From an optimization exercise on the open Yosys and OpenROAD flow, aimed at small area; shortcuts taken in it are not production practice. Function was checked by simulation only, so behaviour that the tests miss may differ from the original. Power is estimated from default activity; no workload was simulated.

==> tundra: inputs <==
==> flow/design.v <==
module controllerModule(B0, B1, B2, B3, RST, _4BCD, Q1, Q2, Q3, Q4, CLK);
   input B0, B1, B2, B3, RST, CLK;
   output [15:0] _4BCD;
   output reg [3:0] Q1, Q2, Q3, Q4;
   reg Load_q;
   wire Load  = B0 | B1 | B2 | B3;
   wire Press = Load & ~Load_q;
   wire z1 = (Q1 == 4'd0);
   wire z2 = (Q2 == 4'd0);
   wire z3 = (Q3 == 4'd0);
   wire z4 = (Q4 == 4'd0);
   wire nz = ~(z1 & z2 & z3 & z4);
   wire t5 = B0 | B1;
   wire h1 = ~B0 & B1;
   wire h2 = ~B0 & ~B1 & B2;
   wire h5 = ~B0 & ~B1 & ~B2;
   wire [4:0] ts = Q2 + (t5 ? 5'd5 : 5'd0);
   wire cT = ts > 5'd9;
   wire [3:0] tn = cT ? ts - 5'd10 : ts[3:0];
   wire [4:0] hs = Q3 + {h5, h2, h1 | h5} + cT;
   wire cH = hs > 5'd9;
   wire [3:0] hn = cH ? hs - 5'd10 : hs[3:0];
   wire [4:0] ks = Q4 + cH;
   wire sat = ks > 5'd9;
   always @(posedge CLK) begin
      if (RST) begin
         Load_q <= 1'b0;
         Q1 <= 4'd0; Q2 <= 4'd0; Q3 <= 4'd0; Q4 <= 4'd0;
      end else begin
         Load_q <= Load;
         if (Press) begin
            if (sat) begin
               Q1 <= 4'd9; Q2 <= 4'd9; Q3 <= 4'd9; Q4 <= 4'd9;
            end else begin
               Q2 <= tn; Q3 <= hn; Q4 <= ks[3:0];
            end
         end else if (!Load && nz) begin
            Q1 <= z1 ? 4'd9 : Q1 - 4'd1;
            if (z1) Q2 <= z2 ? 4'd9 : Q2 - 4'd1;
            if (z1 & z2) Q3 <= z3 ? 4'd9 : Q3 - 4'd1;
            if (z1 & z2 & z3) Q4 <= Q4 - 4'd1;
         end
      end
   end
   assign _4BCD = {Q4, Q3, Q2, Q1};
endmodule
==> flow/run.sh <==
#!/bin/bash
# synth_recipe.tcl (not shown) runs the flow's synth.tcl, then flattens the netlist and writes it again
# the make line also repeats each setting of config.mk as NAME=value (left out here)
make -C /OpenROAD-flow-scripts/flow DESIGN_CONFIG=/design/flow/config.mk WORK_HOME=/design/flow/orfs CLKGATE_MAP_FILE= SYNTH_SCRIPT=/design/flow/synth_recipe.tcl finish
==> flow/config.mk <==
export PLATFORM = sky130hd
export DESIGN_NAME = controllerModule
export DESIGN_NICKNAME = controllerModule
export VERILOG_FILES = /design/flow/design.v
export SDC_FILE = /design/flow/constraint.sdc
export NUM_CORES = 4
export LEC_CHECK = 0
export CAP_MARGIN = 20
export CORE_MARGIN = 2
export CORE_UTILIZATION = 40
export SLEW_MARGIN = 20
==> flow/constraint.sdc <==
create_clock -name core_clock -period 20.0 [get_ports {CLK}]
set_input_delay 4.0000 -clock core_clock [delete_from_list [all_inputs] [get_ports {CLK}]]
set_output_delay 4.0000 -clock core_clock [all_outputs]
set_load 0.01 [all_outputs]
==> garnet (differences from tundra) <==
==> flow/design.v, changed modules only <==
module controllerModule(B0, B1, B2, B3, RST, _4BCD, Q1, Q2, Q3, Q4, CLK);
   input B0, B1, B2, B3, RST, CLK;
   output [15:0] _4BCD;
   output reg [3:0] Q1, Q2, Q3, Q4;
   reg Load_q;
   wire Load  = B0 | B1 | B2 | B3;
   wire Press = Load & ~Load_q;
   wire z1 = ~(Q1[3] | Q1[2] | Q1[1] | Q1[0]);
   wire z2 = ~(Q2[3] | Q2[2] | Q2[1] | Q2[0]);
   wire z3 = ~(Q3[3] | Q3[2] | Q3[1] | Q3[0]);
   wire z4 = ~(Q4[3] | Q4[2] | Q4[1] | Q4[0]);
   wire d1 = ~Load & ~(z1 & z2 & z3 & z4);
   wire d2 = d1 & z1;
   wire d3 = d2 & z2;
   wire d4 = d3 & z3;
   function [3:0] tdec;
      input [3:0] q;
      tdec = {~q[0] & ~q[1] & ~q[2],
              ~q[0] & ~q[1] & (q[2] | q[3]),
              ~q[0] & (q[1] | q[2] | q[3]),
              1'b1};
   endfunction
   function [3:1] tup2;
      input [3:0] q;
      tup2 = {q[1] & q[2] | q[3], q[1], ~q[3]};
   endfunction
   function [3:0] tup5;
      input [3:0] q;
      tup5 = {q[3] | ~q[2] & q[1] & q[0] | q[2] & ~q[1] & ~q[0],
              ~(q[3] & ~q[0] | ~q[2] & q[1] & q[0]),
              q[0] & ~q[2] & ~q[3] | ~q[0] & (q[1] & q[2] | q[3]),
              1'b1};
   endfunction
   wire t5 = B0 | B1;
   wire cT = t5 & (Q2[3] | Q2[2] & (Q2[1] | Q2[0]));
   wire e1 = B0 ? cT : B1 & ~cT;
   wire e2 = ~B0 & (B1 ? cT : B2);
   wire e5 = ~B0 & ~B1 & ~B2;
   wire h9 = Q3[3] & Q3[0];
   wire cH = e1 & h9 | e2 & Q3[3] | e5 & (Q3[3] | Q3[2] & (Q3[1] | Q3[0]));
   wire k9 = Q4[3] & Q4[0];
   wire S = Press & cH & k9;
   wire [3:0] a2 = {4{t5}} & tup5(Q2);
   wire u3 = e2 | e1 & Q3[0];
   wire [3:0] a3 = e5 ? tup5(Q3) : {{3{u3}} & tup2(Q3), e1};
   wire u4 = cH & ~k9 & Q4[0];
   wire [3:0] a4 = {{3{u4}} & tup2(Q4), cH & ~k9};
   wire [3:0] f1 = {4{d1}} & tdec(Q1);
   wire [3:0] f2 = Press ? a2 : {4{d2}} & tdec(Q2);
   wire [3:0] f3 = Press ? a3 : {4{d3}} & tdec(Q3);
   wire [3:0] f4 = Press ? a4 : {4{d4}} & tdec(Q4);
   always @(posedge CLK) begin
      Load_q <= ~RST & Load;
      Q1 <= RST ? 4'd0 : S ? 4'd9 : Q1 ^ f1;
      Q2 <= RST ? 4'd0 : S ? 4'd9 : Q2 ^ f2;
      Q3 <= RST ? 4'd0 : S ? 4'd9 : Q3 ^ f3;
      Q4 <= RST ? 4'd0 : Q4 ^ f4;
   end
   assign _4BCD = {Q4, Q3, Q2, Q1};
endmodule
==> flow/flow/run.sh (new file) <==
#!/bin/bash
# Own layout flow: the standard ORFS flow, with three changes that only
# affect how the layout is made:
#  - ABC maps the logic with an area-oriented script (flow/abc_area.script)
#    instead of the speed script (the clock period leaves plenty of slack);
#  - every input and output port still gets its own buffer, but a buf_1;
#  - the clock tree uses small clock buffers (CTS_BUF_LIST in config.mk).
set -euo pipefail
W=$(pwd)
rm -rf "$W/scripts"
cp -r "$FLOW_HOME/scripts" "$W/scripts"
cp "$W/flow/abc_area.script" "$W/scripts/abc_speed.script"
export SCRIPTS_DIR="$W/scripts"
export BUFFER_PORTS_ARGS="-buffer_cell sky130_fd_sc_hd__buf_1"
export CTS_ARGS="-buf_list sky130_fd_sc_hd__clkbuf_4 -root_buf sky130_fd_sc_hd__clkbuf_4 -dont_use_dummy_load -repair_clock_nets"
bash standard.sh > "$W/standard.log" 2>&1
==> flow/flow/abc_area.script (new file) <==
strash
&get -n
&deepsyn -T 30
&put
dch -f
&get -n
&nf -a -R 1000
&put
==> flow/standard.sh (new file) <==
#!/bin/bash
# synth_recipe.tcl (not shown) runs the flow's synth.tcl, then flattens the netlist and writes it again
# the make line also repeats each setting of config.mk as NAME=value (left out here)
make -C /OpenROAD-flow-scripts/flow DESIGN_CONFIG=/design/flow/config.mk WORK_HOME=/design/flow/orfs CLKGATE_MAP_FILE= SYNTH_SCRIPT=/design/flow/synth_recipe.tcl "${@:-finish}"
CORE_AREA = 2 2 66 66   (was unset)
CORE_MARGIN = unset   (was 2)
CORE_UTILIZATION = unset   (was 40)
CTS_BUF_LIST = sky130_fd_sc_hd__clkbuf_4   (was unset)
DIE_AREA = 0 0 68 68   (was unset)
removed: flow/run.sh
==> notes <==
garnet went through all stages and came out clean. tundra completed with no timing, DRC or antenna violations. In garnet the wire length is lower than in tundra, by about 40%. Against tundra, the clock power of garnet is lower by 33%. In tundra the register-to-register slack is lower than in garnet, by 1.9 ns. Against garnet, the clock skew of tundra is lower by 0.016 ns. Of tundra and garnet, tundra has the higher synthesized cell count (gap about 60%, measured against garnet). Between tundra and garnet, the lower total power is in garnet (gap 82%, measured against garnet). In sequential cell count, garnet and tundra do not differ. Against tundra, the critical path depth of garnet is lower by 9. In garnet the via count is smaller than in tundra, by about 37%. Against tundra, the combinational power of garnet is smaller by about 75%.

[afterwards: timing with drivers on the ports]
No port has a modelled driver above. Below, the same layouts with a new extraction and two added sets of constraints.
Step 1 (the two cells are an assumption about what drives the block):
set clk [get_ports {CLK}]
set_driving_cell -lib_cell sky130_fd_sc_hd__clkbuf_16 $clk
set_driving_cell -lib_cell sky130_fd_sc_hd__buf_2 [delete_from_list [all_inputs] $clk]
Step 2 adds t to the input delays and takes it off the output delays; t is the mean of the earliest and latest rising clock arrival at the registers after step 1. Input paths then give back, and output paths get back, about the clock's delay inside the block.
Three values: ideal, step 1, step 2; two values: the first two.
run	t, ns	setup WS [ns]	hold slack, ns	worst setup path at the end	worst slew at a driven data input, ns
tundra	0.279	10.114 / 10.117 / 9.838	0.537 / 0.537 / 0.537	input to register	0.03
garnet	0.309	12.249 / 12.248 / 11.939	0.512 / 0.512 / 0.512	input to register	0.03
After both steps every run listed still meets setup and hold. For garnet, which loses most, drivers alone change the setup slack by -0.001 ns; drivers and shift together by -0.310 ns.
